Background: an optimization exercise with open tools, aiming at small area and a short achievable clock period. Do not read the settings as production practice.
At most, simulation tests tie the RTL to the original design; equivalence was not proved.
Function not checked in runs 2 to 4: the RTL went through the layout flow alone.
Power and IR drop assume default switching activity.

### design.v
module lab4(Dout, Din, clk, reset);
output  [17:0]  Dout;
input   [7:0]   Din;
input           clk, reset;
reg [7:0] r0, r1, r2, r3, r4, r5, r6, r7, r8, r9, r10;
reg [16:0] s;
wire nrst;
invm u_nrst (.a(reset), .y(nrst));
wire [7:0] nDin;
invm u_nd0 (.a(Din[0]), .y(nDin[0]));
invm u_nd1 (.a(Din[1]), .y(nDin[1]));
invm u_nd2 (.a(Din[2]), .y(nDin[2]));
invm u_nd3 (.a(Din[3]), .y(nDin[3]));
invm u_nd4 (.a(Din[4]), .y(nDin[4]));
invm u_nd5 (.a(Din[5]), .y(nDin[5]));
invm u_nd6 (.a(Din[6]), .y(nDin[6]));
invm u_nd7 (.a(Din[7]), .y(nDin[7]));
wire pas1, pac2;
ha upas1 (.a(r1[0]), .b(r7[0]), .s(pas1), .co(pac2));
wire pas3, pac4;
fa upas3 (.a(r1[1]), .b(r7[1]), .c(pac2), .s(pas3), .co(pac4));
wire pas5, pac6;
fa upas5 (.a(r1[2]), .b(r7[2]), .c(pac4), .s(pas5), .co(pac6));
wire pas7, pac8;
fa upas7 (.a(r1[3]), .b(r7[3]), .c(pac6), .s(pas7), .co(pac8));
wire pas9, pac10;
fa upas9 (.a(r1[4]), .b(r7[4]), .c(pac8), .s(pas9), .co(pac10));
wire pas11, pac12;
fa upas11 (.a(r1[5]), .b(r7[5]), .c(pac10), .s(pas11), .co(pac12));
wire pas13, pac14;
fa upas13 (.a(r1[6]), .b(r7[6]), .c(pac12), .s(pas13), .co(pac14));
wire pas15, pac16;
fa upas15 (.a(r1[7]), .b(r7[7]), .c(pac14), .s(pas15), .co(pac16));
wire pbs17, pbc18;
xnor2m upbs17 (.a(r2[0]), .b(r6[0]), .y(pbs17));
or2m upbc18 (.a(r2[0]), .b(r6[0]), .y(pbc18));
wire pbs19, pbc20;
fa upbs19 (.a(r2[1]), .b(r6[1]), .c(pbc18), .s(pbs19), .co(pbc20));
wire pbs21, pbc22;
fa upbs21 (.a(r2[2]), .b(r6[2]), .c(pbc20), .s(pbs21), .co(pbc22));
wire pbs23, pbc24;
fa upbs23 (.a(r2[3]), .b(r6[3]), .c(pbc22), .s(pbs23), .co(pbc24));
wire pbs25, pbc26;
fa upbs25 (.a(r2[4]), .b(r6[4]), .c(pbc24), .s(pbs25), .co(pbc26));
wire pbs27, pbc28;
fa upbs27 (.a(r2[5]), .b(r6[5]), .c(pbc26), .s(pbs27), .co(pbc28));
wire pbs29, pbc30;
fa upbs29 (.a(r2[6]), .b(r6[6]), .c(pbc28), .s(pbs29), .co(pbc30));
wire pbs31, pbc32;
fa upbs31 (.a(r2[7]), .b(r6[7]), .c(pbc30), .s(pbs31), .co(pbc32));
wire pcs33, pcc34;
ha upcs33 (.a(r3[0]), .b(r5[0]), .s(pcs33), .co(pcc34));
wire pcs35, pcc36;
fa upcs35 (.a(r3[1]), .b(r5[1]), .c(pcc34), .s(pcs35), .co(pcc36));
wire pcs37, pcc38;
fa upcs37 (.a(r3[2]), .b(r5[2]), .c(pcc36), .s(pcs37), .co(pcc38));
wire pcs39, pcc40;
fa upcs39 (.a(r3[3]), .b(r5[3]), .c(pcc38), .s(pcs39), .co(pcc40));
wire pcs41, pcc42;
fa upcs41 (.a(r3[4]), .b(r5[4]), .c(pcc40), .s(pcs41), .co(pcc42));
wire pcs43, pcc44;
fa upcs43 (.a(r3[5]), .b(r5[5]), .c(pcc42), .s(pcs43), .co(pcc44));
wire pcs45, pcc46;
fa upcs45 (.a(r3[6]), .b(r5[6]), .c(pcc44), .s(pcs45), .co(pcc46));
wire pcs47, pcc48;
fa upcs47 (.a(r3[7]), .b(r5[7]), .c(pcc46), .s(pcs47), .co(pcc48));
wire n49 = ~pas1;
wire n50 = ~pas3;
wire n51 = ~pas5;
wire n52 = ~pas7;
wire n53 = ~pas9;
wire n54 = ~pas11;
wire n55 = ~pas13;
wire n56 = ~pas15;
wire n57 = ~pac16;
wire pgs58, pgc59;
ha upgs58 (.a(pbs17), .b(n49), .s(pgs58), .co(pgc59));
wire pgs60, pgc61;
fa upgs60 (.a(pgc59), .b(pbs19), .c(n50), .s(pgs60), .co(pgc61));
wire pgs62, pgc63;
fa upgs62 (.a(pbs21), .b(n51), .c(pgc61), .s(pgs62), .co(pgc63));
wire pgs64, pgc65;
fa upgs64 (.a(pbs23), .b(n52), .c(pgc63), .s(pgs64), .co(pgc65));
wire pgs66, pgc67;
fa upgs66 (.a(pbs25), .b(n53), .c(pgc65), .s(pgs66), .co(pgc67));
wire pgs68, pgc69;
fa upgs68 (.a(pbs27), .b(n54), .c(pgc67), .s(pgs68), .co(pgc69));
wire pgs70, pgc71;
fa upgs70 (.a(pbs29), .b(n55), .c(pgc69), .s(pgs70), .co(pgc71));
wire pgs72, pgc73;
fa upgs72 (.a(pbs31), .b(n56), .c(pgc71), .s(pgs72), .co(pgc73));
wire pgs74, pgc75;
fa upgs74 (.a(pbc32), .b(n57), .c(pgc73), .s(pgs74), .co(pgc75));
wire n76 = ~pcs33;
wire n77 = ~pcs35;
wire n78 = ~pcs37;
wire n79 = ~pcs39;
wire n80 = ~pcs41;
wire n81 = ~pcs43;
wire n82 = ~pcs45;
wire n83 = ~pcs47;
wire n84 = ~pcc48;
wire pfs85, pfc86;
xnor2m upfs85 (.a(r4[0]), .b(n76), .y(pfs85));
or2m upfc86 (.a(r4[0]), .b(n76), .y(pfc86));
wire pfs87, pfc88;
fa upfs87 (.a(r4[1]), .b(pfc86), .c(n77), .s(pfs87), .co(pfc88));
wire pfs89, pfc90;
fa upfs89 (.a(r4[2]), .b(n78), .c(pfc88), .s(pfs89), .co(pfc90));
wire pfs91, pfc92;
fa upfs91 (.a(r4[3]), .b(n79), .c(pfc90), .s(pfs91), .co(pfc92));
wire pfs93, pfc94;
fa upfs93 (.a(r4[4]), .b(n80), .c(pfc92), .s(pfs93), .co(pfc94));
wire pfs95, pfc96;
fa upfs95 (.a(r4[5]), .b(n81), .c(pfc94), .s(pfs95), .co(pfc96));
wire pfs97, pfc98;
fa upfs97 (.a(r4[6]), .b(n82), .c(pfc96), .s(pfs97), .co(pfc98));
wire pfs99, pfc100;
fa upfs99 (.a(r4[7]), .b(n83), .c(pfc98), .s(pfs99), .co(pfc100));
wire pfs101, pfc102;
ha upfs101 (.a(n84), .b(pfc100), .s(pfs101), .co(pfc102));
wire n103 = ~r10[0];
wire n104 = ~r10[1];
wire n105 = ~r10[2];
wire n106 = ~r10[3];
wire n107 = ~r10[4];
wire n108 = ~r10[5];
wire n109 = ~r10[6];
wire n110 = ~r10[7];
wire ts111, tc112;
fa uts111 (.a(r9[0]), .b(r10[0]), .c(pfs85), .s(ts111), .co(tc112));
wire ts113, tc114;
fa uts113 (.a(r9[1]), .b(r10[1]), .c(pas1), .s(ts113), .co(tc114));
wire ts115, tc116;
fa uts115 (.a(ts113), .b(tc112), .c(pfs87), .s(ts115), .co(tc116));
wire ts117, tc118;
fa uts117 (.a(r9[2]), .b(r10[2]), .c(pbs17), .s(ts117), .co(tc118));
wire ts119, tc120;
fa uts119 (.a(pcs33), .b(ts117), .c(tc114), .s(ts119), .co(tc120));
wire ts121, tc122;
fa uts121 (.a(pas3), .b(ts119), .c(pfs89), .s(ts121), .co(tc122));
wire ts123, tc124;
ha uts123 (.a(tc116), .b(Din[2]), .s(ts123), .co(tc124));
wire ts125, tc126;
xnor2m uts125 (.a(r4[0]), .b(r9[3]), .y(ts125));
or2m utc126 (.a(r4[0]), .b(r9[3]), .y(tc126));
wire ts127, tc128;
fa uts127 (.a(r10[3]), .b(n103), .c(ts125), .s(ts127), .co(tc128));
wire ts129, tc130;
fa uts129 (.a(tc118), .b(pbs19), .c(ts127), .s(ts129), .co(tc130));
wire ts131, tc132;
fa uts131 (.a(pcs35), .b(tc120), .c(pas5), .s(ts131), .co(tc132));
wire ts133, tc134;
fa uts133 (.a(ts129), .b(ts131), .c(pfs91), .s(ts133), .co(tc134));
wire ts135, tc136;
fa uts135 (.a(tc122), .b(Din[3]), .c(tc124), .s(ts135), .co(tc136));
wire ts137, tc138;
fa uts137 (.a(r4[1]), .b(r9[0]), .c(r9[4]), .s(ts137), .co(tc138));
wire ts139, tc140;
fa uts139 (.a(r10[4]), .b(n104), .c(tc126), .s(ts139), .co(tc140));
wire ts141, tc142;
fa uts141 (.a(ts137), .b(tc128), .c(ts139), .s(ts141), .co(tc142));
wire ts143, tc144;
fa uts143 (.a(pgs58), .b(pbs21), .c(tc130), .s(ts143), .co(tc144));
wire ts145, tc146;
fa uts145 (.a(pcs37), .b(ts141), .c(pas7), .s(ts145), .co(tc146));
wire ts147, tc148;
fa uts147 (.a(tc132), .b(ts143), .c(ts145), .s(ts147), .co(tc148));
wire ts149, tc150;
fa uts149 (.a(Din[0]), .b(Din[4]), .c(pfs93), .s(ts149), .co(tc150));
wire ts151, tc152;
fa uts151 (.a(tc134), .b(ts147), .c(tc136), .s(ts151), .co(tc152));
wire ts153, tc154;
xnor2m uts153 (.a(r4[2]), .b(r0[0]), .y(ts153));
or2m utc154 (.a(r4[2]), .b(r0[0]), .y(tc154));
wire ts155, tc156;
fa uts155 (.a(r8[0]), .b(r9[1]), .c(r9[5]), .s(ts155), .co(tc156));
wire ts157, tc158;
fa uts157 (.a(r10[5]), .b(n105), .c(ts153), .s(ts157), .co(tc158));
wire ts159, tc160;
fa uts159 (.a(tc138), .b(ts155), .c(tc140), .s(ts159), .co(tc160));
wire ts161, tc162;
fa uts161 (.a(pgs58), .b(ts157), .c(tc142), .s(ts161), .co(tc162));
wire ts163, tc164;
fa uts163 (.a(ts159), .b(pgs60), .c(pbs23), .s(ts163), .co(tc164));
wire ts165, tc166;
fa uts165 (.a(tc144), .b(pcs39), .c(ts161), .s(ts165), .co(tc166));
wire ts167, tc168;
fa uts167 (.a(pas9), .b(tc146), .c(ts163), .s(ts167), .co(tc168));
wire ts169, tc170;
fa uts169 (.a(ts165), .b(Din[1]), .c(Din[5]), .s(ts169), .co(tc170));
wire ts171, tc172;
fa uts171 (.a(tc148), .b(ts167), .c(ts169), .s(ts171), .co(tc172));
wire ts173, tc174;
fa uts173 (.a(pfs95), .b(tc150), .c(ts171), .s(ts173), .co(tc174));
wire ts175, tc176;
fa uts175 (.a(r4[3]), .b(r0[1]), .c(r8[1]), .s(ts175), .co(tc176));
wire ts177, tc178;
fa uts177 (.a(r9[2]), .b(r9[6]), .c(r10[6]), .s(ts177), .co(tc178));
wire ts179, tc180;
fa uts179 (.a(n106), .b(tc154), .c(tc156), .s(ts179), .co(tc180));
wire ts181, tc182;
fa uts181 (.a(ts175), .b(ts177), .c(pfs85), .s(ts181), .co(tc182));
wire ts183, tc184;
fa uts183 (.a(tc158), .b(ts179), .c(tc160), .s(ts183), .co(tc184));
wire ts185, tc186;
fa uts185 (.a(ts181), .b(pgs60), .c(tc162), .s(ts185), .co(tc186));
wire ts187, tc188;
fa uts187 (.a(ts183), .b(pgs62), .c(pbs25), .s(ts187), .co(tc188));
wire ts189, tc190;
fa uts189 (.a(tc164), .b(pcs41), .c(tc166), .s(ts189), .co(tc190));
wire ts191, tc192;
fa uts191 (.a(ts185), .b(Din[2]), .c(Din[6]), .s(ts191), .co(tc192));
wire ts193, tc194;
fa uts193 (.a(pas11), .b(tc168), .c(ts187), .s(ts193), .co(tc194));
wire ts195, tc196;
fa uts195 (.a(ts189), .b(tc170), .c(ts191), .s(ts195), .co(tc196));
wire ts197, tc198;
fa uts197 (.a(ts193), .b(tc172), .c(ts195), .s(ts197), .co(tc198));
wire ts199, tc200;
ha uts199 (.a(pfs97), .b(tc174), .s(ts199), .co(tc200));
wire ts201, tc202;
fa uts201 (.a(r4[4]), .b(r0[2]), .c(r8[2]), .s(ts201), .co(tc202));
wire ts203, tc204;
fa uts203 (.a(r9[3]), .b(r9[7]), .c(r10[7]), .s(ts203), .co(tc204));
wire ts205, tc206;
fa uts205 (.a(n107), .b(tc176), .c(tc178), .s(ts205), .co(tc206));
wire ts207, tc208;
fa uts207 (.a(ts201), .b(ts203), .c(tc180), .s(ts207), .co(tc208));
wire ts209, tc210;
fa uts209 (.a(ts205), .b(tc182), .c(pfs87), .s(ts209), .co(tc210));
wire ts211, tc212;
fa uts211 (.a(ts207), .b(tc184), .c(pgs62), .s(ts211), .co(tc212));
wire ts213, tc214;
fa uts213 (.a(ts209), .b(tc186), .c(pgs64), .s(ts213), .co(tc214));
wire ts215, tc216;
fa uts215 (.a(Din[3]), .b(Din[7]), .c(ts211), .s(ts215), .co(tc216));
wire ts217, tc218;
fa uts217 (.a(pbs27), .b(tc188), .c(pcs43), .s(ts217), .co(tc218));
wire ts219, tc220;
fa uts219 (.a(tc190), .b(tc192), .c(ts213), .s(ts219), .co(tc220));
wire ts221, tc222;
fa uts221 (.a(ts215), .b(pas13), .c(tc194), .s(ts221), .co(tc222));
wire ts223, tc224;
fa uts223 (.a(ts217), .b(tc196), .c(ts219), .s(ts223), .co(tc224));
wire ts225, tc226;
fa uts225 (.a(ts221), .b(tc198), .c(ts223), .s(ts225), .co(tc226));
wire ts227, tc228;
ha uts227 (.a(pfs99), .b(tc200), .s(ts227), .co(tc228));
wire ts229, tc230;
xnor2m uts229 (.a(r4[5]), .b(r0[3]), .y(ts229));
or2m utc230 (.a(r4[5]), .b(r0[3]), .y(tc230));
wire ts231, tc232;
fa uts231 (.a(r8[3]), .b(r9[4]), .c(n108), .s(ts231), .co(tc232));
wire ts233, tc234;
fa uts233 (.a(ts229), .b(tc202), .c(tc204), .s(ts233), .co(tc234));
wire ts235, tc236;
fa uts235 (.a(ts231), .b(tc206), .c(ts233), .s(ts235), .co(tc236));
wire ts237, tc238;
fa uts237 (.a(tc208), .b(ts235), .c(pfs89), .s(ts237), .co(tc238));
wire ts239, tc240;
fa uts239 (.a(tc210), .b(pgs64), .c(tc212), .s(ts239), .co(tc240));
wire ts241, tc242;
fa uts241 (.a(Din[4]), .b(ts237), .c(pgs66), .s(ts241), .co(tc242));
wire ts243, tc244;
fa uts243 (.a(tc214), .b(tc216), .c(ts239), .s(ts243), .co(tc244));
wire ts245, tc246;
fa uts245 (.a(pbs29), .b(pcs45), .c(tc218), .s(ts245), .co(tc246));
wire ts247, tc248;
fa uts247 (.a(tc220), .b(ts241), .c(ts243), .s(ts247), .co(tc248));
wire ts249, tc250;
fa uts249 (.a(pas15), .b(tc222), .c(ts245), .s(ts249), .co(tc250));
wire ts251, tc252;
fa uts251 (.a(tc224), .b(ts247), .c(ts249), .s(ts251), .co(tc252));
wire ts253, tc254;
fa uts253 (.a(pfs101), .b(tc226), .c(tc228), .s(ts253), .co(tc254));
wire ts255, tc256;
fa uts255 (.a(r4[6]), .b(r0[4]), .c(r8[4]), .s(ts255), .co(tc256));
wire ts257, tc258;
fa uts257 (.a(r9[5]), .b(n109), .c(tc230), .s(ts257), .co(tc258));
wire ts259, tc260;
fa uts259 (.a(tc232), .b(ts255), .c(ts257), .s(ts259), .co(tc260));
wire ts261, tc262;
fa uts261 (.a(tc234), .b(ts259), .c(tc236), .s(ts261), .co(tc262));
wire ts263, tc264;
fa uts263 (.a(ts261), .b(pfs91), .c(tc238), .s(ts263), .co(tc264));
wire ts265, tc266;
fa uts265 (.a(Din[5]), .b(pgs66), .c(tc240), .s(ts265), .co(tc266));
wire ts267, tc268;
fa uts267 (.a(ts263), .b(pgs68), .c(tc242), .s(ts267), .co(tc268));
wire ts269, tc270;
fa uts269 (.a(tc244), .b(ts265), .c(pac16), .s(ts269), .co(tc270));
wire ts271, tc272;
fa uts271 (.a(pbs31), .b(pcs47), .c(tc246), .s(ts271), .co(tc272));
wire ts273, tc274;
fa uts273 (.a(ts267), .b(tc248), .c(ts269), .s(ts273), .co(tc274));
wire ts275, tc276;
fa uts275 (.a(tc250), .b(ts271), .c(pfc102), .s(ts275), .co(tc276));
wire ts277, tc278;
fa uts277 (.a(ts273), .b(tc252), .c(ts275), .s(ts277), .co(tc278));
wire ts279, tc280;
fa uts279 (.a(r4[7]), .b(r0[5]), .c(r8[5]), .s(ts279), .co(tc280));
wire ts281, tc282;
fa uts281 (.a(r9[6]), .b(n110), .c(tc256), .s(ts281), .co(tc282));
wire ts283, tc284;
fa uts283 (.a(ts279), .b(tc258), .c(ts281), .s(ts283), .co(tc284));
wire ts285, tc286;
fa uts285 (.a(tc260), .b(ts283), .c(tc262), .s(ts285), .co(tc286));
wire ts287, tc288;
fa uts287 (.a(Din[6]), .b(ts285), .c(pfs93), .s(ts287), .co(tc288));
wire ts289, tc290;
fa uts289 (.a(tc264), .b(pgs68), .c(tc266), .s(ts289), .co(tc290));
wire ts291, tc292;
fa uts291 (.a(pbc32), .b(ts287), .c(pcc48), .s(ts291), .co(tc292));
wire ts293, tc294;
fa uts293 (.a(pgs70), .b(tc268), .c(ts289), .s(ts293), .co(tc294));
wire ts295, tc296;
fa uts295 (.a(tc270), .b(tc272), .c(ts291), .s(ts295), .co(tc296));
wire ts297, tc298;
fa uts297 (.a(ts293), .b(tc274), .c(ts295), .s(ts297), .co(tc298));
wire ts299, tc300;
ha uts299 (.a(tc276), .b(ts297), .s(ts299), .co(tc300));
wire ts301, tc302;
fa uts301 (.a(r0[6]), .b(r8[6]), .c(r9[7]), .s(ts301), .co(tc302));
wire ts303, tc304;
fa uts303 (.a(tc280), .b(ts301), .c(tc282), .s(ts303), .co(tc304));
wire ts305, tc306;
fa uts305 (.a(tc284), .b(ts303), .c(tc286), .s(ts305), .co(tc306));
wire ts307, tc308;
fa uts307 (.a(Din[7]), .b(ts305), .c(pfs95), .s(ts307), .co(tc308));
wire ts309, tc310;
fa uts309 (.a(tc288), .b(pgs70), .c(tc290), .s(ts309), .co(tc310));
wire ts311, tc312;
fa uts311 (.a(ts307), .b(tc292), .c(pgs72), .s(ts311), .co(tc312));
wire ts313, tc314;
fa uts313 (.a(tc294), .b(ts309), .c(tc296), .s(ts313), .co(tc314));
wire ts315, tc316;
fa uts315 (.a(ts311), .b(tc298), .c(ts313), .s(ts315), .co(tc316));
wire ts317, tc318;
xnor2m uts317 (.a(r0[7]), .b(r8[7]), .y(ts317));
or2m utc318 (.a(r0[7]), .b(r8[7]), .y(tc318));
wire ts319, tc320;
fa uts319 (.a(ts317), .b(tc302), .c(tc304), .s(ts319), .co(tc320));
wire ts321, tc322;
fa uts321 (.a(ts319), .b(tc306), .c(pfs97), .s(ts321), .co(tc322));
wire ts323, tc324;
fa uts323 (.a(tc308), .b(pgs72), .c(tc310), .s(ts323), .co(tc324));
wire ts325, tc326;
fa uts325 (.a(ts321), .b(pgs74), .c(tc312), .s(ts325), .co(tc326));
wire ts327, tc328;
fa uts327 (.a(ts323), .b(tc314), .c(ts325), .s(ts327), .co(tc328));
wire ts329, tc330;
xnor2m uts329 (.a(tc318), .b(tc320), .y(ts329));
or2m utc330 (.a(tc318), .b(tc320), .y(tc330));
wire ts331, tc332;
fa uts331 (.a(ts329), .b(pfs99), .c(tc322), .s(ts331), .co(tc332));
wire ts333, tc334;
fa uts333 (.a(pgc75), .b(pgs74), .c(tc324), .s(ts333), .co(tc334));
wire ts335, tc336;
fa uts335 (.a(ts331), .b(tc326), .c(ts333), .s(ts335), .co(tc336));
wire ts337, tc338;
xnor2m uts337 (.a(tc330), .b(pfs101), .y(ts337));
or2m utc338 (.a(tc330), .b(pfs101), .y(tc338));
wire ts339, tc340;
fa uts339 (.a(pgc75), .b(tc332), .c(ts337), .s(ts339), .co(tc340));
wire ts341, tc342;
ha uts341 (.a(tc334), .b(ts339), .s(ts341), .co(tc342));
wire ts343, tc344;
xnor2m uts343 (.a(pfc102), .b(tc338), .y(ts343));
or2m utc344 (.a(pfc102), .b(tc338), .y(tc344));
wire ts345, tc346;
ha uts345 (.a(ts343), .b(tc340), .s(ts345), .co(tc346));
wire ts347, tc348;
xnor2m uts347 (.a(tc344), .b(tc346), .y(ts347));
or2m utc348 (.a(tc344), .b(tc346), .y(tc348));
wire tls349, tlc350;
ha utls349 (.a(ts111), .b(Din[0]), .s(tls349), .co(tlc350));
wire tls351, tlc352;
fa utls351 (.a(ts115), .b(Din[1]), .c(tlc350), .s(tls351), .co(tlc352));
wire tls353, tlc354;
fa utls353 (.a(ts121), .b(ts123), .c(tlc352), .s(tls353), .co(tlc354));
wire tls355, tlc356;
fa utls355 (.a(ts133), .b(ts135), .c(tlc354), .s(tls355), .co(tlc356));
wire tls357, tlc358;
fa utls357 (.a(ts149), .b(ts151), .c(tlc356), .s(tls357), .co(tlc358));
wire tls359, tlc360;
fa utls359 (.a(tc152), .b(ts173), .c(tlc358), .s(tls359), .co(tlc360));
wire tls361, tlc362;
fa utls361 (.a(ts197), .b(ts199), .c(tlc360), .s(tls361), .co(tlc362));
wire tls363, tlc364;
fa utls363 (.a(ts225), .b(ts227), .c(tlc362), .s(tls363), .co(tlc364));
wire tls365, tlc366;
fa utls365 (.a(ts251), .b(ts253), .c(tlc364), .s(tls365), .co(tlc366));
wire b1as367, b1ac368;
ha ub1as367 (.a(tc254), .b(ts277), .s(b1as367), .co(b1ac368));
wire b1as369, b1ac370;
fa ub1as369 (.a(tc278), .b(ts299), .c(b1ac368), .s(b1as369), .co(b1ac370));
wire b1as371, b1ac372;
fa ub1as371 (.a(tc300), .b(ts315), .c(b1ac370), .s(b1as371), .co(b1ac372));
wire b1as373, b1ac374;
fa ub1as373 (.a(tc316), .b(ts327), .c(b1ac372), .s(b1as373), .co(b1ac374));
wire b1bs375, b1bc376;
xnor2m ub1bs375 (.a(tc254), .b(ts277), .y(b1bs375));
or2m ub1bc376 (.a(tc254), .b(ts277), .y(b1bc376));
wire b1bs377, b1bc378;
fa ub1bs377 (.a(tc278), .b(ts299), .c(b1bc376), .s(b1bs377), .co(b1bc378));
wire b1bs379, b1bc380;
fa ub1bs379 (.a(tc300), .b(ts315), .c(b1bc378), .s(b1bs379), .co(b1bc380));
wire b1bs381, b1bc382;
fa ub1bs381 (.a(tc316), .b(ts327), .c(b1bc380), .s(b1bs381), .co(b1bc382));
wire m383 = tlc366 ? b1bs375 : b1as367;
wire m384 = tlc366 ? b1bs377 : b1as369;
wire m385 = tlc366 ? b1bs379 : b1as371;
wire m386 = tlc366 ? b1bs381 : b1as373;
wire k387 = tlc366 ? b1bc382 : b1ac374;
wire b2as388, b2ac389;
ha ub2as388 (.a(tc328), .b(ts335), .s(b2as388), .co(b2ac389));
wire b2as390, b2ac391;
fa ub2as390 (.a(ts341), .b(tc336), .c(b2ac389), .s(b2as390), .co(b2ac391));
wire b2as392, b2ac393;
fa ub2as392 (.a(ts345), .b(tc342), .c(b2ac391), .s(b2as392), .co(b2ac393));
wire b2as394, b2ac395;
ha ub2as394 (.a(ts347), .b(b2ac393), .s(b2as394), .co(b2ac395));
wire b2bs396, b2bc397;
xnor2m ub2bs396 (.a(tc328), .b(ts335), .y(b2bs396));
or2m ub2bc397 (.a(tc328), .b(ts335), .y(b2bc397));
wire b2bs398, b2bc399;
fa ub2bs398 (.a(ts341), .b(tc336), .c(b2bc397), .s(b2bs398), .co(b2bc399));
wire b2bs400, b2bc401;
fa ub2bs400 (.a(ts345), .b(tc342), .c(b2bc399), .s(b2bs400), .co(b2bc401));
wire b2bs402, b2bc403;
ha ub2bs402 (.a(ts347), .b(b2bc401), .s(b2bs402), .co(b2bc403));
wire m404 = k387 ? b2bs396 : b2as388;
wire m405 = k387 ? b2bs398 : b2as390;
wire m406 = k387 ? b2bs400 : b2as392;
wire m407 = k387 ? b2bs402 : b2as394;
wire [16:0] s_next = {m407, m406, m405, m404, m386, m385, m384, m383, tls365, tls363, tls361, tls359, tls357, tls355, tls353, tls351, tls349};
always @(posedge clk) begin
    if (!reset) begin
        s  <= 17'd130817;
    end else begin
        s  <= s_next;
    end
    r0 <= ~(nDin | {8{nrst}});
    r1 <= ~(r0 & {8{reset}});
    r2 <= ~(r1 | {8{nrst}});
    r3 <= ~(r2 & {8{reset}});
    r4 <= ~(r3 | {8{nrst}});
    r5 <= ~(r4 & {8{reset}});
    r6 <= ~(r5 | {8{nrst}});
    r7 <= ~(r6 & {8{reset}});
    r8 <= ~(r7 | {8{nrst}});
    r9 <= r8 & {8{reset}};
    r10 <= ~(r9 & {8{reset}});
end
wire os408, oc409;
ha uos408 (.a(s[3]), .b(Din[0]), .s(os408), .co(oc409));
wire os410, oc411;
fa uos410 (.a(s[4]), .b(Din[1]), .c(nDin[4]), .s(os410), .co(oc411));
wire os412, oc413;
fa uos412 (.a(s[5]), .b(Din[2]), .c(nDin[5]), .s(os412), .co(oc413));
wire os414, oc415;
fa uos414 (.a(s[6]), .b(Din[3]), .c(nDin[6]), .s(os414), .co(oc415));
wire os416, oc417;
fa uos416 (.a(s[7]), .b(Din[4]), .c(nDin[7]), .s(os416), .co(oc417));
wire os418, oc419;
ha uos418 (.a(s[8]), .b(Din[5]), .s(os418), .co(oc419));
wire os420, oc421;
ha uos420 (.a(s[9]), .b(Din[6]), .s(os420), .co(oc421));
wire os422, oc423;
ha uos422 (.a(s[10]), .b(Din[7]), .s(os422), .co(oc423));
wire [11:0] lo = {oc423, oc421, oc419, oc417, oc415, oc413, oc411, oc409, nDin[3], s[2], s[1], s[0]} + {1'b0, os422, os420, os418, os416, os414, os412, os410, os408, nDin[2], nDin[1], nDin[0]};
wire [5:0] ones = {&s[15:11], &s[14:11], &s[13:11], &s[12:11], s[11], 1'b1};
assign Dout = {1'b0, s[16:11] ^ (ones & {6{lo[11]}}), lo[10:0]};
endmodule
module fa(a, b, c, s, co);
input a, b, c;
output s, co;
assign s = a ^ b ^ c;
assign co = (a & b) | (c & (a ^ b));
endmodule
module xnor2m(a, b, y);
input a, b;
output y;
assign y = ~(a ^ b);
endmodule
module or2m(a, b, y);
input a, b;
output y;
assign y = a | b;
endmodule
module invm(a, y);
input a;
output y;
assign y = ~a;
endmodule
module ha(a, b, s, co);
input a, b;
output s, co;
assign s = a ^ b;
assign co = a & b;
endmodule
### run.sh
#!/bin/bash
# synth_recipe.tcl (not shown) runs the flow's synth.tcl, then flattens the netlist and writes it again
# the make line also repeats each setting of config.mk as NAME=value (left out here)
make -C /OpenROAD-flow-scripts/flow DESIGN_CONFIG=/design/flow/config.mk WORK_HOME=/design/flow/orfs CLKGATE_MAP_FILE= SYNTH_SCRIPT=/design/flow/synth_recipe.tcl finish
### config.mk
export PLATFORM = sky130hd
export DESIGN_NAME = lab4
export DESIGN_NICKNAME = lab4
export VERILOG_FILES = /design/flow/design.v
export SDC_FILE = /design/flow/constraint.sdc
export NUM_CORES = 4
export LEC_CHECK = 0
export CAP_MARGIN = 20
export CORE_MARGIN = 2
export CORE_UTILIZATION = 40
export CTS_BUF_LIST = sky130_fd_sc_hd__clkbuf_8
export SETUP_SLACK_MARGIN = 5
export SLEW_MARGIN = 20
export SYNTH_HIERARCHICAL = 1
export SYNTH_MINIMUM_KEEP_SIZE = 0
### constraint.sdc
create_clock -name core_clock -period 13.0 [get_ports {clk}]
set_input_delay 2.6000 -clock core_clock [delete_from_list [all_inputs] [get_ports {clk}]]
set_output_delay 2.6000 -clock core_clock [all_outputs]
set_load 0.01 [all_outputs]
==> metrics.md, run 1 <==
| Metric | Value |
|---|---|
| Critical-path top delay cell | clkdlybuf4s50_1 |
| Max clock buf depth | 2 |
| Synth Register Bits | 105 |
| Post-DP HPWL | 11.5 mm |
| Ports | 28 |
| Actual slew at the worst max-slew pin | 0.642 ns |
| H-tree levels | 3 |
| Via count | 3860 |
| Top cell type's share of synthesized area | 46.0% |
| Worst hold slack | 0.416 ns |
| Reg clk slew, reported paths | 0.10 ns |
| Pwr Density | 219 nW/µm² |
| Peak supply drop | 0.193 mV |
| N_diodes | 0 |
| Syn nets | 759 |
| Initial antenna violation count | 0 |
| Die height | 138 µm |
| Core box area | 17400 µm² |
| Synthesis Warnings | 7 |
| Hold WC Path Type | flip-flop to flip-flop |
| Pre-Repair DR Iteration Count | 4 |
| FFs w/ async S/R, synth | 0% |
| # fillers | 1572 |
| CP Cell Sequence | clkdlybuf4s15_2 -> inv_1 -> fa_1 -> ha_1 -> or3_1 -> a311o_1 -> a211o_1 -> nand3_1 -> clkdlybuf4s50_1 |
| Mux cell area share after synthesis | 1.26% |
| Synth area leader | fa_1 |
| RSZ-0062 raised after global routing | no |
| Finished Core Util | 45.5% |
| TritonCTS Buffers | 9 |
| DP Cell Count | 795 |
| Area growth from synthesis to layout | 10.6% |
| Worst Path Arrival | 5.25 ns |
| Count of non-filler cells in the finished layout | 812 |
| Largest family of logic cells by synthesized area | adder cells |
| GRT overflow | 0 |
| Register area share after synthesis | 29.5% |
| Count of final max-slew check failures | 0 |
| Synth Flop Type | dfxtp_1 |
| Global Route Usage Sum | 16.2% |
| Critical Path Source Type | primary input |
| Top post-synthesis cells by area | fa_1 (46%), dfxtp_1 (29%), ha_1 (5.3%) |
| Max incr delay on CP | 0.54 ns |
| Post-route ant nets | 0 |
| Top-count cell post-synth | fa_1 |
| Clock latency (worst-skew pair) | 0.39 ns |
| Outcome | no timing/DRC/antenna violations |
| Max frequency | 0.127 GHz |
| Cell count after synthesis | 555 |
| Mean Syn Cell Area | 12.9 µm² |
| Largest net degree at the start of global routing | 67 |
| Routability congestion estimate | 0.876 |
| Routed WL per cell | 16.7 µm |
| TritonCTS clock tree | built |
| Share of cells above drive strength 1 | 6.47% |
| TNS Setup | 0 ns |
| Post-Syn Area | 7130 µm² |
| Die Wd | 138 µm |
| Clock root buffer | clkbuf_8 |
| Total wire length | 13.6 mm |
| Required @ worst endpoint | 10.40 ns |
| Post-synthesis compound-gate area fraction | 2.56% |
| CP Capture Type | output port |
| CTS Sinks | 105 |
| Die area | 18900 µm² |
| Global-route wire length before repair | 22.6 mm |
| Max Cap Violations | 0 |
| Post-Synth Adder-Cell Area | 51.3% |
| WS Path Type | primary input to output port |
| Final Setup Violations | 0 |
| # nets final | 786 |
| Synth Area in Simple Gates | 9.21% |
| Vias in the first global route | 4376 |
| Worst-path maximum fanout | 4 |
| Core Rows | 48 |
| Synth top cells by count | fa_1 (164), dfxtp_1 (105), nand2_1 (52), nor2_1 (44), inv_1 (42) |
| Initial core utilization | 41.1% |
| Leak pwr | 3.48 nW |
| Final Cycle Share | 60.4% |
| Final min period | 7.85 ns |
| EDFF count, synth | 0 |
| Port Buffers | 26 |
| Slew Limit Headroom | 57.2% |
| Drt drc | 0 |
| Final hold violations | 0 |
| Worst Skew | 0.0130 ns |
| Yosys cell types | 40 |
| Via-to-Cell Ratio | 4.75 |
| Post-Synth XOR/XNOR Area | 3.19% |
| Detailed Route Iter0 Violations | 164 |
[per-layer routing]
layer	GRT usage (%)	routed length, µm
met5	0	0
met4	4.01	147
met3	4.08	581
met2	27.2	6960
met1	21.1	5860
[stage by stage]
stage	area, µm²	setup WS, ns	total power, mW
floorplan	7130	5.77	1.22
global route	7890	5.01	1.91
detailed placement	7630	4.30	1.52
finish	7890	5.15	1.73
CTS	7870	5.04	1.76
global placement	7630	4.33	1.49
[sequential cells by signal, summed over array words and instances (netlist names)]
name,count
r8,8
r7,8
r0,8
r5,8
r6,8
r10,8
r3,8
r4,8
r1,8
s,17
r2,8
r9,8
[kinds of logic (layout without fill, tap and decap cells)]
kind of cell,count (synthesis),after routing
fa+ha+maj,194,194
simple gates,143,143
flops,105,105
buf+inv,55,87
xor+xnor,26,26
compound gates,22,22
mux,9,9
other cells,1,1
[Yosys stat by module (local to each module, per instance)]
module | flip-flops and latches | cells inside | copies in the design | cell area, µm²
fa | 0 | 1 | 163 | 20.0
lab4 | 105 | 341 | 1 | 3420
ha | 0 | 1 | 19 | 12.5
xnor2m | 0 | 1 | 12 | 8.76
or2m | 0 | 1 | 11 | 6.26
invm | 0 | 1 | 9 | 3.75
[final timing paths]
kind	to	from	slack (ns)	depth (start not counted)
hold reg to reg	r7[4]	r6[4]	0.42	1
hold / removal	r7[4]	r6[4]	0.42	1
setup reg to reg	s[16]	r3[0]	5.40	20
setup / recovery	Dout[10]	Din[7]	5.15	9
[where the power goes]
| group | switching, mW | total [mW] | leakage, nW | internal, mW |
|---|---|---|---|---|
| combinational | 0.548 | 1.12 | 2.50 | 0.571 |
| sequential | 0.0152 | 0.369 | 0.857 | 0.353 |
| clock | 0.122 | 0.239 | 0.121 | 0.117 |
[critical path, delay by kind of cell]
family	cells	cell delay [ns]
adders and majority gates	2	0.69
and+or+nand+nor	2	0.48
AOI/OAI and AO/OA	2	0.58
buffers and inverters	3	0.90
[placed cells by master, fill, tap and decap left out, types with 2 or more instances in the layout]
cell,instances
a21oi_1,5
fa_1,164
ha_1,28
clkbuf_8,10
buf_4,3
mux2i_1,9
or2_1,11
nand2_1,52
nor2_1,44
nand4_1,2
inv_8,2
bufinv_16,2
dfxtp_1,105
clkdlybuf4s50_1,11
dlygate4sd2_1,6
a211oi_4,2
a211o_1,2
xnor2_1,23
nor2b_1,2
clkdlybuf4s15_2,4
xor2_1,3
a21o_2,2
buf_2,4
inv_1,42
nand3_1,4
and2_1,16
nand2b_1,4
or2_2,2
[area by class of cell]
cell class                      count  area (µm²)  area share [%]
Clock buffer                       10         138            1.74
Clock inverter                      6        96.3            1.22
Inverter                           42         158            2.00
Multi-Input combinational cell    395        4850            61.5
Sequential cell                   105        2100            26.6
Tap cell                          225         282            3.57
Timing Repair Buffer               29         263            3.33
[repair_timing]
item                                    in CTS  in global routing
endpoints found under the setup margin      11                  1
buffers inserted                             1                  0
hold buffers                                 0                  0
gates cloned                                 0                  0
pin swaps                                    2                  0
gates resized for setup                     36                  3
==> run 2: changes to the inputs <==
--- a/design.v
+++ b/design.v
@@ -400,40 +400,27 @@
 wire b1as373, b1ac374;
 fa ub1as373 (.a(tc316), .b(ts327), .c(b1ac372), .s(b1as373), .co(b1ac374));
-wire b1bs375, b1bc376;
-xnor2m ub1bs375 (.a(tc254), .b(ts277), .y(b1bs375));
-or2m ub1bc376 (.a(tc254), .b(ts277), .y(b1bc376));
-wire b1bs377, b1bc378;
-fa ub1bs377 (.a(tc278), .b(ts299), .c(b1bc376), .s(b1bs377), .co(b1bc378));
-wire b1bs379, b1bc380;
-fa ub1bs379 (.a(tc300), .b(ts315), .c(b1bc378), .s(b1bs379), .co(b1bc380));
-wire b1bs381, b1bc382;
-fa ub1bs381 (.a(tc316), .b(ts327), .c(b1bc380), .s(b1bs381), .co(b1bc382));
-wire m383 = tlc366 ? b1bs375 : b1as367;
-wire m384 = tlc366 ? b1bs377 : b1as369;
-wire m385 = tlc366 ? b1bs379 : b1as371;
-wire m386 = tlc366 ? b1bs381 : b1as373;
-wire k387 = tlc366 ? b1bc382 : b1ac374;
-wire b2as388, b2ac389;
-ha ub2as388 (.a(tc328), .b(ts335), .s(b2as388), .co(b2ac389));
-wire b2as390, b2ac391;
-fa ub2as390 (.a(ts341), .b(tc336), .c(b2ac389), .s(b2as390), .co(b2ac391));
-wire b2as392, b2ac393;
-fa ub2as392 (.a(ts345), .b(tc342), .c(b2ac391), .s(b2as392), .co(b2ac393));
-wire b2as394, b2ac395;
-ha ub2as394 (.a(ts347), .b(b2ac393), .s(b2as394), .co(b2ac395));
-wire b2bs396, b2bc397;
-xnor2m ub2bs396 (.a(tc328), .b(ts335), .y(b2bs396));
-or2m ub2bc397 (.a(tc328), .b(ts335), .y(b2bc397));
-wire b2bs398, b2bc399;
-fa ub2bs398 (.a(ts341), .b(tc336), .c(b2bc397), .s(b2bs398), .co(b2bc399));
-wire b2bs400, b2bc401;
-fa ub2bs400 (.a(ts345), .b(tc342), .c(b2bc399), .s(b2bs400), .co(b2bc401));
-wire b2bs402, b2bc403;
-ha ub2bs402 (.a(ts347), .b(b2bc401), .s(b2bs402), .co(b2bc403));
-wire m404 = k387 ? b2bs396 : b2as388;
-wire m405 = k387 ? b2bs398 : b2as390;
-wire m406 = k387 ? b2bs400 : b2as392;
-wire m407 = k387 ? b2bs402 : b2as394;
-wire [16:0] s_next = {m407, m406, m405, m404, m386, m385, m384, m383, tls365, tls363, tls361, tls359, tls357, tls355, tls353, tls351, tls349};
+wire m375 = b1as367 ^ tlc366;
+wire m376 = b1as369 ^ (tlc366 & b1as367);
+wire p377 = b1as367 & b1as369;
+wire m378 = b1as371 ^ (tlc366 & p377);
+wire p379 = p377 & b1as371;
+wire m380 = b1as373 ^ (tlc366 & p379);
+wire p381 = p379 & b1as373;
+wire k382 = b1ac374 | (tlc366 & p381);
+wire b2as383, b2ac384;
+ha ub2as383 (.a(tc328), .b(ts335), .s(b2as383), .co(b2ac384));
+wire b2as385, b2ac386;
+fa ub2as385 (.a(ts341), .b(tc336), .c(b2ac384), .s(b2as385), .co(b2ac386));
+wire b2as387, b2ac388;
+fa ub2as387 (.a(ts345), .b(tc342), .c(b2ac386), .s(b2as387), .co(b2ac388));
+wire b2as389, b2ac390;
+ha ub2as389 (.a(ts347), .b(b2ac388), .s(b2as389), .co(b2ac390));
+wire m391 = b2as383 ^ k382;
+wire m392 = b2as385 ^ (k382 & b2as383);
+wire p393 = b2as383 & b2as385;
+wire m394 = b2as387 ^ (k382 & p393);
+wire p395 = p393 & b2as387;
+wire m396 = b2as389 ^ (k382 & p395);
+wire [16:0] s_next = {m396, m394, m392, m391, m380, m378, m376, m375, tls365, tls363, tls361, tls359, tls357, tls355, tls353, tls351, tls349};
 always @(posedge clk) begin
     if (!reset) begin
@@ -454,21 +441,21 @@
     r10 <= ~(r9 & {8{reset}});
 end
-wire os408, oc409;
-ha uos408 (.a(s[3]), .b(Din[0]), .s(os408), .co(oc409));
-wire os410, oc411;
-fa uos410 (.a(s[4]), .b(Din[1]), .c(nDin[4]), .s(os410), .co(oc411));
-wire os412, oc413;
-fa uos412 (.a(s[5]), .b(Din[2]), .c(nDin[5]), .s(os412), .co(oc413));
-wire os414, oc415;
-fa uos414 (.a(s[6]), .b(Din[3]), .c(nDin[6]), .s(os414), .co(oc415));
-wire os416, oc417;
-fa uos416 (.a(s[7]), .b(Din[4]), .c(nDin[7]), .s(os416), .co(oc417));
-wire os418, oc419;
-ha uos418 (.a(s[8]), .b(Din[5]), .s(os418), .co(oc419));
-wire os420, oc421;
-ha uos420 (.a(s[9]), .b(Din[6]), .s(os420), .co(oc421));
-wire os422, oc423;
-ha uos422 (.a(s[10]), .b(Din[7]), .s(os422), .co(oc423));
-wire [11:0] lo = {oc423, oc421, oc419, oc417, oc415, oc413, oc411, oc409, nDin[3], s[2], s[1], s[0]} + {1'b0, os422, os420, os418, os416, os414, os412, os410, os408, nDin[2], nDin[1], nDin[0]};
+wire os397, oc398;
+ha uos397 (.a(s[3]), .b(Din[0]), .s(os397), .co(oc398));
+wire os399, oc400;
+fa uos399 (.a(s[4]), .b(Din[1]), .c(nDin[4]), .s(os399), .co(oc400));
+wire os401, oc402;
+fa uos401 (.a(s[5]), .b(Din[2]), .c(nDin[5]), .s(os401), .co(oc402));
+wire os403, oc404;
+fa uos403 (.a(s[6]), .b(Din[3]), .c(nDin[6]), .s(os403), .co(oc404));
+wire os405, oc406;
+fa uos405 (.a(s[7]), .b(Din[4]), .c(nDin[7]), .s(os405), .co(oc406));
+wire os407, oc408;
+ha uos407 (.a(s[8]), .b(Din[5]), .s(os407), .co(oc408));
+wire os409, oc410;
+ha uos409 (.a(s[9]), .b(Din[6]), .s(os409), .co(oc410));
+wire os411, oc412;
+ha uos411 (.a(s[10]), .b(Din[7]), .s(os411), .co(oc412));
+wire [11:0] lo = {oc412, oc410, oc408, oc406, oc404, oc402, oc400, oc398, nDin[3], s[2], s[1], s[0]} + {1'b0, os411, os409, os407, os405, os403, os401, os399, os397, nDin[2], nDin[1], nDin[0]};
 wire [5:0] ones = {&s[15:11], &s[14:11], &s[13:11], &s[12:11], s[11], 1'b1};
 assign Dout = {1'b0, s[16:11] ^ (ones & {6{lo[11]}}), lo[10:0]};
==> flow/run.sh (new file) <==
#!/bin/bash
# The standard layout (standard.sh) with two changes to the resizer's
# settings: the port buffers are plain buffers (BUF) instead of the delay-cell
# footprint-mates buffer_ports picks by default, and repair_timing aims for a
# setup slack margin of MARGIN ns.
set -euo pipefail
MARGIN=5
BUF=sky130_fd_sc_hd__buf_2
export BUFFER_PORTS_ARGS="-buffer_cell $BUF"
sed -e "s/\"\${@:-finish}\"/SETUP_SLACK_MARGIN=$MARGIN \"\${@:-finish}\"/" standard.sh > standard_margin.sh
grep -q "SETUP_SLACK_MARGIN=$MARGIN" standard_margin.sh
bash standard_margin.sh > standard.log 2>&1
==> standard.sh (new file) <==
#!/bin/bash
# synth_recipe.tcl (not shown) runs the flow's synth.tcl, then flattens the netlist and writes it again
# the make line also repeats each setting of config.mk as NAME=value (left out here)
make -C /OpenROAD-flow-scripts/flow DESIGN_CONFIG=/design/flow/config.mk WORK_HOME=/design/flow/orfs CLKGATE_MAP_FILE= SYNTH_SCRIPT=/design/flow/synth_recipe.tcl "${@:-finish}"
--- a/config.mk
+++ b/config.mk
@@ -10,5 +10,4 @@
 export CORE_UTILIZATION = 40
 export CTS_BUF_LIST = sky130_fd_sc_hd__clkbuf_8
-export SETUP_SLACK_MARGIN = 5
 export SLEW_MARGIN = 20
 export SYNTH_HIERARCHICAL = 1
removed: run.sh
==> run 2 against run 1 <==
  * Register-to-register slack better by 0.14 ns
  * Routed wire length fell by 1.8%
  * Sequential cell count is the same
  * Clock-buffer cell count shrank 1
  * Highest routed layer unchanged
  * Still clean
  * Cell count is 1.6% lower
  * Sequential share of layout area rose by 1.2 points
  * Critical path type unchanged
  * Total power shrank 16%
  * Clock power shrank 15%
  * Via count down 2.4%
  * Setup slack better by 0.11 ns
  * Utilization is 1.5 points lower
  * Critical path depth up 2
==> metrics.md, run 2 <==
| Metric | Value |
|---|---|
| Switch share | 39.3% |
| Required @ worst endpoint | 10.40 ns |
| Post-route ant nets | 0 |
| Clock root buffer | clkbuf_8 |
| Pwr Density | 192 nW/µm² |
| Global-route wire length before repair | 22.2 mm |
| Synthesis Warnings | 7 |
| Total wire length | 13.3 mm |
| Peak supply drop | 0.146 mV |
| Finished Core Util | 44.0% |
| Count of final max-slew check failures | 0 |
| EDFF count, synth | 0 |
| Synth top cells by count | fa_1 (159), dfxtp_1 (105), nand2_1 (49), nor2_1 (44), inv_1 (39) |
| Max frequency | 0.129 GHz |
| Post-DP HPWL | 11.4 mm |
| Vias in the first global route | 4288 |
| Leading cell type in the layout, fill and taps excluded | fa_1 |
| Via count | 3769 |
| Clock latency (worst-skew pair) | 0.39 ns |
| Largest net degree at the start of global routing | 67 |
| Worst-path maximum fanout | 6 |
| Port Buffers | 26 |
| Max reg flops | 17 |
| Worst setup margin | 5.26 ns |
| Most frequent cells in the layout | fa_1 (159), dfxtp_1 (105), nand2_1 (49), nor2_1 (44), inv_1 (40) |
| DP Cell Count | 783 |
| Via-to-Cell Ratio | 4.72 |
| Detailed Route Iter0 Violations | 203 |
| Initial core utilization | 40.7% |
| Final min period | 7.74 ns |
| Die Wd | 136 µm |
| Die area | 18500 µm² |
| Leak pwr | 3.35 nW |
| TritonCTS clock tree | built |
| Pre-CTS WS | 5.28 ns |
| Slew Limit Headroom | 57.4% |
| Hold WC Path Type | flip-flop to flip-flop |
| Worst Path Arrival | 5.14 ns |
| Pre-Repair DR Iteration Count | 5 |
| Reg clk slew, reported paths | 0.08 ns |
| Top post-synthesis cells by area | fa_1 (46%), dfxtp_1 (30%), ha_1 (5.6%) |
| RSZ-0062 raised after global routing | no |
| Initial antenna violation count | 0 |
| Total setup buffers inserted after CTS | 0 |
| WS Path Type | primary input to output port |
| Global Route Usage Sum | 16.3% |
| Syn nets | 742 |
| Outcome | no timing/DRC/antenna violations |
| GRT overflow | 0 |
| Internal power | 0.883 mW |
| Critical Path Source Type | primary input |
| CTS Sinks | 105 |
| Wire length on met1 | 5.75 mm |
| Area growth from synthesis to layout | 8.18% |
| Core Rows | 48 |
| N_diodes | 0 |
| Mean Syn Cell Area | 12.9 µm² |
| TNS Setup | 0 ns |
| Max Cap Violations | 0 |
| Core box area | 17200 µm² |
| Clock share of power | 13.9% |
| Routed WL per cell | 16.7 µm |
| # nets final | 769 |
| Worst Skew | 0.0148 ns |
| Cell count after synthesis | 542 |
| Cts-stage hold buffer count | 0 |
| Reg area | 2100 µm² |
| Register area share after synthesis | 30.1% |
| # fillers | 1631 |
| Ports | 28 |
| Share of cells above drive strength 1 | 8.54% |
| Die height | 136 µm |
| Biggest register | s |
| TritonCTS Buffers | 9 |
| Top Metal Used | met4 |
| Synth Flop Type | dfxtp_1 |
| Yosys cell types | 38 |
| Routability congestion estimate | 0.819 |
| Reg power frac | 25.3% |
| Metal3 WL | 622 µm |
| Top-count cell post-synth | fa_1 |
| Actual slew at the worst max-slew pin | 0.639 ns |
| H-tree levels | 3 |
| CP Capture Type | output port |
| FFs w/ async S/R, synth | 0% |
| Total power | 1.45 mW |
| Drt drc | 0 |
| Final Setup Violations | 0 |
| Synth area leader | fa_1 |
| Max clock buf depth | 2 |
| Net switching power | 0.571 mW |
| Area of the multi-input gates | 4690 µm² |
| Count of non-filler cells in the finished layout | 799 |
| Power share of the combinational group | 60.8% |
| Post-Syn Area | 6990 µm² |
| Final Cycle Share | 59.6% |
| Synth Register Bits | 105 |
| # resized after CTS | 0 |
| DR WL met2 | 6.70 mm |
| Top cell type's share of synthesized area | 45.6% |
| Final hold violations | 0 |
-- run 2: cell types whose count changed in the layout (fill, tap and decap cells not counted), sizes merged, moves of 5 or more --
cell / change
buf: +21
clkdlybuf4s50: -11
mux2i: -9
xor2: +7
dlygate4sd2: -6
fa: -5
-- run 2: cell type report --
class,instances,area share [%]
well taps,225,3.72
repair buffers,28,1.92
clock inverters,7,0.927
inverters,39,1.94
clock buffers,9,1.64
flip-flops and latches,105,27.8
multi-input cells,386,62.0
-- run 2: Yosys stat by module, one instance, submodules excluded --
module	flip-flops and latches	cells
lab4	105	338
fa	0	1
ha	0	1
xnor2m	0	1
or2m	0	1
invm	0	1
-- run 2: path summary, 6_finish.rpt --
path | cells after the start | slack, ns | start | end
max reg2reg | 22 | 5.54 | r3[0] | s[16]
max | 11 | 5.26 | Din[4] | Dout[14]
min reg2reg | 1 | 0.42 | r6[5] | r7[5]
min | 1 | 0.42 | r6[5] | r7[5]
-- run 2: layer usage --
| layer | track usage [%] | up-vias |
|---|---|---|
| met4 | 4.86 | 0 |
| met5 | 0 | - |
| met3 | 4.29 | 18 |
| li1 | - | 1729 |
| met1 | 21.0 | 1969 |
| met2 | 27.2 | 53 |
-- run 2: power groups by stage --
stage	combinational [mW]	sequential (mW)	clock, mW
5_1_grt	1.04	0.371	0.219
2_1_floorplan	0.705	0.372	0
6_report	0.884	0.368	0.202
3_5_place_dp	0.896	0.376	0
4_1_cts	0.904	0.368	0.207
3_3_place_gp	0.883	0.375	0
-- run 2: critical path, cell delays in order --
cell and delay (ns):
buf_2 0.19, inv_1 0.10, fa_1 0.44, ha_1 0.36, a21oi_1 0.18, o211ai_1 0.14
and4b_4 0.25, o21a_4 0.22, nor4b_2 0.33, xor2_1 0.18, buf_2 0.15
-- run 2: logic make-up after synthesis --
family                   synth area share (%)
buffers and inverters                    2.79
adder cells (fa/ha/maj)                  51.1
AO/OA/AOI/OAI                            2.20
flip-flops                               30.1
other                                  0.0537
AND/OR/NAND/NOR                          10.1
XOR/XNOR                                 3.63
-- run 2: through the flow --
stage | cell area [µm²] | hold slack (ns)
after floorplan | 6990 | 0.387
after global placement | 7370 | 0.400
after detailed placement | 7370 | 0.401
after CTS | 7560 | 0.422
after global routing | 7560 | 0.431
final | 7560 | 0.416
==> run 3: changes to the inputs <==
--- a/flow/run.sh
+++ b/flow/run.sh
@@ -5,5 +5,5 @@
 # setup slack margin of MARGIN ns.
 set -euo pipefail
-MARGIN=5
+MARGIN=4.5
 BUF=sky130_fd_sc_hd__buf_2
 export BUFFER_PORTS_ARGS="-buffer_cell $BUF"
==> run 3 against run 2 <==
  * Sequential share of layout area unchanged
  * Sequential cell count is the same
  * Highest routed layer unchanged
  * Utilization stayed put
  * Critical path type unchanged
  * Register-to-register slack about the same
  * First-iteration DRC count unchanged
  * Setup slack is the same
  * Final area did not move
  * Area after synthesis did not move
  * Total power stayed put
==> metrics.md, run 3 <==
| Metric | Value |
|---|---|
| Outcome | no timing/DRC/antenna violations |
| Actual slew at the worst max-slew pin | 0.639 ns |
| Cts-stage hold buffer count | 0 |
| Drt drc | 0 |
| Pwr Density | 192 nW/µm² |
| TritonCTS clock tree | built |
| Total power | 1.45 mW |
| Post-Syn Area | 6990 µm² |
| # resized after CTS | 0 |
| Post-route ant nets | 0 |
| Synth Register Bits | 105 |
| Biggest register | s |
| Required @ worst endpoint | 10.40 ns |
| Mean Syn Cell Area | 12.9 µm² |
| CP Cell Sequence | buf_2 -> inv_1 -> fa_1 -> ha_1 -> a21oi_1 -> o211ai_1 -> and4b_4 -> o21a_4 -> nor4b_2 -> xor2_1 -> buf_2 |
| H-tree levels | 3 |
| Top-count cell post-synth | fa_1 |
| Synth top cells by count | fa_1 (159), dfxtp_1 (105), nand2_1 (49), nor2_1 (44), inv_1 (39) |
| Cell family contributing the most delay on the critical path | adder cells |
| TritonCTS Buffers | 9 |
| Max frequency | 0.129 GHz |
| Port Buffers | 26 |
| Via count | 3769 |
| Final min period | 7.74 ns |
| Worst Path Arrival | 5.14 ns |
| Die Wd | 136 µm |
| Yosys cell types | 38 |
| Total setup buffers inserted after CTS | 0 |
| Synthesis Warnings | 7 |
| Total wire length | 13.3 mm |
| Finished Core Util | 44.0% |
| GRT overflow | 0 |
| Reg area | 2100 µm² |
| Count of final max-slew check failures | 0 |
| Clock latency (worst-skew pair) | 0.39 ns |
| Final Setup Violations | 0 |
| Leading cell type in the layout, fill and taps excluded | fa_1 |
| Register area share after synthesis | 30.1% |
| Via-to-Cell Ratio | 4.72 |
| # nets final | 769 |
| Max clock buf depth | 2 |
| Final Instance Area | 7560 µm² |
| R2R Setup Slk | 5.54 ns |
| Initial core utilization | 40.7% |
| Pre-CTS WS | 5.28 ns |
| Worst-path maximum fanout | 6 |
| Routed WL per cell | 16.7 µm |
| Area growth from synthesis to layout | 8.18% |
| Top post-synthesis cells by area | fa_1 (46%), dfxtp_1 (30%), ha_1 (5.6%) |
| Max incr delay on CP | 0.44 ns |
| Ports | 28 |
| Leak pwr | 3.35 nW |
| WS Path Type | primary input to output port |
| Die area | 18500 µm² |
| Crit path buffers/inverters | 3 |
| Top cell type's share of synthesized area | 45.6% |
| Detailed Route Iter0 Violations | 203 |
| N_diodes | 0 |
| Hold WC Path Type | flip-flop to flip-flop |
| Critical-path top delay cell | fa_1 |
| Slew Limit Headroom | 57.4% |
| Pre-Repair DR Iteration Count | 5 |
| Clock root buffer | clkbuf_8 |
| Placed Area | 7370 µm² |
| Worst setup margin | 5.26 ns |
| Cell count after synthesis | 542 |
| FFs w/ async S/R, synth | 0% |
| Share of cells above drive strength 1 | 8.54% |
| CP dominant cell by count | buf_2 |
| RSZ-0062 raised after global routing | no |
| Core Rows | 48 |
| # fillers | 1631 |
| Worst Skew | 0.0148 ns |
| Vias in the first global route | 4288 |
| Die height | 136 µm |
| EDFF count, synth | 0 |
| Peak supply drop | 0.146 mV |
| Area of the multi-input gates | 4690 µm² |
| Max reg flops | 17 |
| Final hold violations | 0 |
| Reg clk slew, reported paths | 0.08 ns |
| Syn nets | 742 |
| Most frequent cells in the layout | fa_1 (159), dfxtp_1 (105), nand2_1 (49), nor2_1 (44), inv_1 (40) |
| Core box area | 17200 µm² |
| Critical Path Source Type | primary input |
| Synth Flop Type | dfxtp_1 |
| Final Cycle Share | 59.6% |
| CP Capture Type | output port |
| Initial antenna violation count | 0 |
| Max Cap Violations | 0 |
| Post-DP HPWL | 11.4 mm |
| Routability congestion estimate | 0.819 |
| CTS Sinks | 105 |
| Synth area leader | fa_1 |
| Global Route Usage Sum | 16.3% |
| TNS Setup | 0 ns |
| Largest net degree at the start of global routing | 67 |
| Global-route wire length before repair | 22.2 mm |
[run 3: cell counts after synthesis]
No cell type changed its count.
[run 3: layout make-up]
cell class | count | share of cell area, %
tap | 225 | 3.72
multi-input combinational | 386 | 62.0
timing repair buffer | 28 | 1.92
sequential | 105 | 27.8
clock inverter | 7 | 0.927
clock buffer | 9 | 1.64
inverter | 39 | 1.94
[run 3: power by group]
group	total [mW]	leakage (nW)	switching [mW]	internal, mW
combinational	0.884	2.39	0.444	0.441
sequential	0.368	0.857	0.0148	0.353
clock	0.202	0.105	0.113	0.0890
total	1.45	3.35	0.571	0.883
[run 3: logic make-up (layout without fill, tap and decap cells)]
logic type | Yosys count | count (layout) | share of synthesized area (%)
simple gates | 146 | 146 | 10.1
xor+xnor | 29 | 29 | 3.63
other cells | 1 | 1 | 0.0537
compound gates | 20 | 20 | 2.20
flops | 105 | 105 | 30.1
buf+inv | 51 | 83 | 2.79
fa+ha+maj | 190 | 190 | 51.1
[run 3: per-layer routing]
| metal | vias up | track usage [%] | routed length, µm |
|---|---|---|---|
| li1 | 1729 | - | - |
| met5 | - | 0 | 0 |
| met1 | 1969 | 21.0 | 5750 |
| met4 | 0 | 4.86 | 237 |
| met3 | 18 | 4.29 | 622 |
| met2 | 53 | 27.2 | 6700 |
[run 3: worst paths after layout]
kind / from / cells after the start / endpoint
max: Din[4] / 11 / Dout[14]
max reg2reg: r3[0] / 22 / s[16]
min reg2reg: r6[5] / 1 / r7[5]
min: r6[5] / 1 / r7[5]
[run 3: per-module statistics from Yosys, one instance, submodules excluded]
module	cells	flip-flops and latches	copies in the design	cell area, µm²
lab4	338	105	1	3420
invm	1	0	9	3.75
fa	1	0	158	20.0
xnor2m	1	0	10	8.76
or2m	1	0	9	6.26
ha	1	0	18	12.5
[run 3: stage by stage]
stage	hold WS (ns)	std cells
global placement	0.400	783
CTS	0.422	799
detailed placement	0.401	783
floorplan	0.387	542
finish	0.416	799
global route	0.431	799
[run 3: worst reg2reg max path: cells and delay by family, from the launching register on]
family          cells  cell delay [ns]
fa+ha+maj          16             6.25
simple gates        3             0.34
flops               1             0.33
compound gates      1             0.19
xor+xnor            1             0.14
buf+inv             1             0.08
==> run 4: changes to the inputs <==
--- a/flow/run.sh
+++ b/flow/run.sh
@@ -5,5 +5,5 @@
 # setup slack margin of MARGIN ns.
 set -euo pipefail
-MARGIN=4.5
+MARGIN=5
 BUF=sky130_fd_sc_hd__buf_2
 export BUFFER_PORTS_ARGS="-buffer_cell $BUF"
--- a/config.mk
+++ b/config.mk
@@ -6,4 +6,5 @@
 export NUM_CORES = 4
 export LEC_CHECK = 0
+export ABC_AREA = 1
 export CAP_MARGIN = 20
 export CORE_MARGIN = 2
==> run 4 against run 3 <==
  * Still clean on timing, DRC and antenna
  * Area after synthesis up 5.0%
  * Sequential share of layout area fell by 1.2 points
  * Die area grew 4.8%
  * Non-clock buffer count unchanged
  * Final area is 4.7% higher
  * Setup slack improved by 0.36 ns
  * Register-to-register slack better by 0.14 ns
  * Clock skew down 0.0058 ns
  * Combinational power grew 9.2%
  * Utilization hardly changed
  * Largest cell class unchanged
  * Highest routed layer unchanged
==> metrics.md, run 4 <==
| Metric | Value |
|---|---|
| Share of cells above drive strength 1 | 9.26% |
| Slew Limit Headroom | 52.4% |
| Clock root buffer | clkbuf_8 |
| Leak pwr | 3.84 nW |
| CP Cell Sequence | buf_2 -> inv_1 -> fa_1 -> ha_1 -> a21oi_1 -> nand2_2 -> a21oi_1 -> nor2_1 -> nor2_1 -> xnor2_1 -> buf_2 |
| Via count | 4262 |
| Area growth from synthesis to layout | 7.90% |
| Top cell type's share of synthesized area | 43.4% |
| Post-Syn Area | 7340 µm² |
| Reg power frac | 23.9% |
| Final min period | 7.38 ns |
| Global-route wire length before repair | 24.5 mm |
| Ports | 28 |
| TritonCTS Buffers | 9 |
| Max reg flops | 17 |
| Post-Synth Adder-Cell Area | 48.7% |
| Post-Synth XOR/XNOR Area | 1.43% |
| Synth top cells by count | fa_1 (159), nand2_1 (130), inv_1 (116), dfxtp_1 (105), nor2_1 (46) |
| Critical-path top delay cell | fa_1 |
| TNS Setup | 0 ns |
| Worst Path Arrival | 4.78 ns |
| Global Route Usage Sum | 16.6% |
| Core box area | 18000 µm² |
| Max incr delay on CP | 0.46 ns |
| # nets final | 897 |
| Internal power | 0.889 mW |
| Biggest register | s |
| Required @ worst endpoint | 10.40 ns |
| Final hold violations | 0 |
| Clock share of power | 13.2% |
| Hold WC Path Type | flip-flop to flip-flop |
| Clock latency (worst-skew pair) | 0.38 ns |
| Register area share after synthesis | 28.7% |
| Top-count cell post-synth | fa_1 |
| Worst Skew | 0.00899 ns |
| Most frequent cells in the layout | fa_1 (159), nand2_1 (130), inv_1 (118), dfxtp_1 (105), nor2_1 (46) |
| Die height | 139 µm |
| RSZ-0062 raised after global routing | no |
| GRT busiest layer | met2 |
| Synthesis Warnings | 7 |
| # fillers | 1677 |
| Pwr Density | 194 nW/µm² |
| Max frequency | 0.136 GHz |
| CP Capture Type | output port |
| GR Util met3 | 3.34% |
| Post-synthesis compound-gate area fraction | 1.54% |
| Final Cycle Share | 56.8% |
| Die area | 19400 µm² |
| Die Wd | 139 µm |
| Detailed Route Iter0 Violations | 261 |
| Total setup buffers inserted after CTS | 0 |
| Largest family of logic cells by synthesized area | adder cells |
| Port Buffers | 26 |
| Met2 usage | 28.6% |
| Net switching power | 0.646 mW |
| Worst-path maximum fanout | 4 |
| Critical Path Source Type | primary input |
| Mux cell area share after synthesis | 0% |
| Actual slew at the worst max-slew pin | 0.715 ns |
| Cts-stage hold buffer count | 0 |
| Synth Register Bits | 105 |
| Via-to-Cell Ratio | 4.58 |
| FFs w/ async S/R, synth | 0% |
| Routed WL per cell | 15.9 µm |
| Pre-Repair DR Iteration Count | 5 |
| Top post-synthesis cells by area | fa_1 (43%), dfxtp_1 (29%), nand2_1 (6.7%) |
| TritonCTS clock tree | built |
| CTS Sinks | 105 |
| WS Path Type | primary input to output port |
| Drt drc | 0 |
| Power share of the combinational group | 62.8% |
| Routability congestion estimate | 0.859 |
| Yosys cell types | 33 |
| H-tree levels | 3 |
| Total wire length | 14.8 mm |
| Mean Syn Cell Area | 10.9 µm² |
| Switch share | 42.1% |
| # resized after CTS | 0 |
| Cell count after synthesis | 670 |
| Leading cell type in the layout, fill and taps excluded | fa_1 |
| Outcome | no timing/DRC/antenna violations |
| Initial core utilization | 40.8% |
| Crit path buffers/inverters | 3 |
| Synth Area in Simple Gates | 13.0% |
| Post-route ant nets | 0 |
| GRT overflow | 0 |
| EDFF count, synth | 0 |
| N_diodes | 0 |
| Cell family contributing the most delay on the critical path | adder cells |
| Met1 global-route usage | 21.9% |
| Post-DP HPWL | 12.8 mm |
| Peak supply drop | 0.159 mV |
| Syn nets | 870 |
| Initial antenna violation count | 0 |
| Total power | 1.54 mW |
| Vias in the first global route | 4624 |
| Synth area leader | fa_1 |
| Count of final max-slew check failures | 0 |
| Max Cap Violations | 0 |
| Core Rows | 49 |
| Final Setup Violations | 0 |
| Largest net degree at the start of global routing | 67 |
| Synth Flop Type | dfxtp_1 |
| Reg clk slew, reported paths | 0.09 ns |
| Max clock buf depth | 2 |
## run 4: final timing paths
check	from	endpoint	slack, ns	cells past startpoint
max	Din[6]	Dout[9]	5.62	11
min	r7[0]	r8[0]	0.41	1
max reg2reg	r2[0]	s[14]	5.68	21
min reg2reg	r7[0]	r8[0]	0.41	1
## run 4: cell type report
class / count / area, µm² / area share, %
inverters: 117 / 439 / 5.55
clock inverters: 6 / 58.8 / 0.743
multi-input cells: 436 / 4750 / 60.0
clock buffers: 10 / 138 / 1.74
repair buffers: 28 / 145 / 1.83
flip-flops and latches: 105 / 2100 / 26.6
well taps: 229 / 287 / 3.62
## run 4: worst reg2reg max path, stage by stage, from the launching register on
cell,delay [ns]
dfxtp_1,0.36
inv_1,0.06
nand2_1,0.06
fa_1,0.39
fa_1,0.42
fa_1,0.41
fa_1,0.64
fa_1,0.50
fa_1,0.40
fa_1,0.42
fa_1,0.44
fa_1,0.56
fa_1,0.43
ha_1,0.21
fa_1,0.37
fa_1,0.38
fa_1,0.53
inv_1,0.06
o21bai_2,0.20
ha_1,0.20
xnor2_1,0.12
nand2_1,0.06
## run 4: power groups by stage
stage	Sequential [mW]	Combinational, mW	Clock (mW)
4_1_cts	0.367	0.988	0.211
5_1_grt	0.371	1.12	0.222
3_5_place_dp	0.375	0.982	0
6_report	0.367	0.965	0.203
2_1_floorplan	0.371	0.774	0
3_3_place_gp	0.375	0.962	0
## run 4: metrics by stage
step                instance area (µm²)  instances  setup WS (ns)  hold slack, ns  utilization, %
finish                             7920        931           5.62           0.413            44.1
global route                       7920        931           5.32           0.439            44.1
CTS                                7920        931           5.60           0.416            44.1
detailed placement                 7720        915           5.47           0.402            43.0
global placement                   7720        915           5.55           0.395            43.0
floorplan                          7340        670           5.85           0.388               -
## run 4: per-module statistics from Yosys (local to each module, per instance)
module  flip-flops and latches  cell area, µm²
lab4                       105            3620
fa                           0            20.0
xnor2m                       0            18.8
ha                           0            12.5
or2m                         0            11.3
invm                         0            3.75
## run 4: layer usage
metal	vias to the layer above	wire, µm
met3	7	552
met4	0	133
met2	55	7770
li1	2026	-
met5	-	0
met1	2174	6380
## run 4: cell families after synthesis
group / count (synthesis)
AO/OA/AOI/OAI: 16
AND/OR/NAND/NOR: 217
flip-flops: 105
XOR/XNOR: 12
other: 1
adder cells (fa/ha/maj): 190
buffers and inverters: 129

[port drivers added, routing unchanged]
The results above use ideal ports. As a check the final layouts listed here were re-extracted and re-timed, cells and wires unchanged.
Step 1 sets driving cells, clkbuf_16 on the clock port and buf_2 on the other inputs (assumed; they add their load-dependent delay and slew).
Step 2 moves the port delays by t, midway between the first and last clock arrival at a register: inputs arrive t later, outputs are due t later. That takes back most of the time a late clock gives input paths.
Slacks: ideal / step 1 / step 2; pairs: ideal / step 1.
run | t (ns) | setup slack, ns | worst setup path after step 2 | clock arrival spread, ns
run 1 | 0.421 | 5.148 / 5.117 / 5.117 | input to output | 0.014 / 0.014
run 2 | 0.417 | 5.257 / 5.234 / 5.234 | input to output | 0.015 / 0.015
run 3 | 0.417 | 5.257 / 5.234 / 5.234 | input to output | 0.015 / 0.015
run 4 | 0.413 | 5.621 / 5.600 / 5.501 | input to register | 0.009 / 0.009
After both steps every run listed still meets setup and hold. For run 4, which loses most, drivers alone change the setup slack by -0.021 ns; drivers and shift together by -0.120 ns.
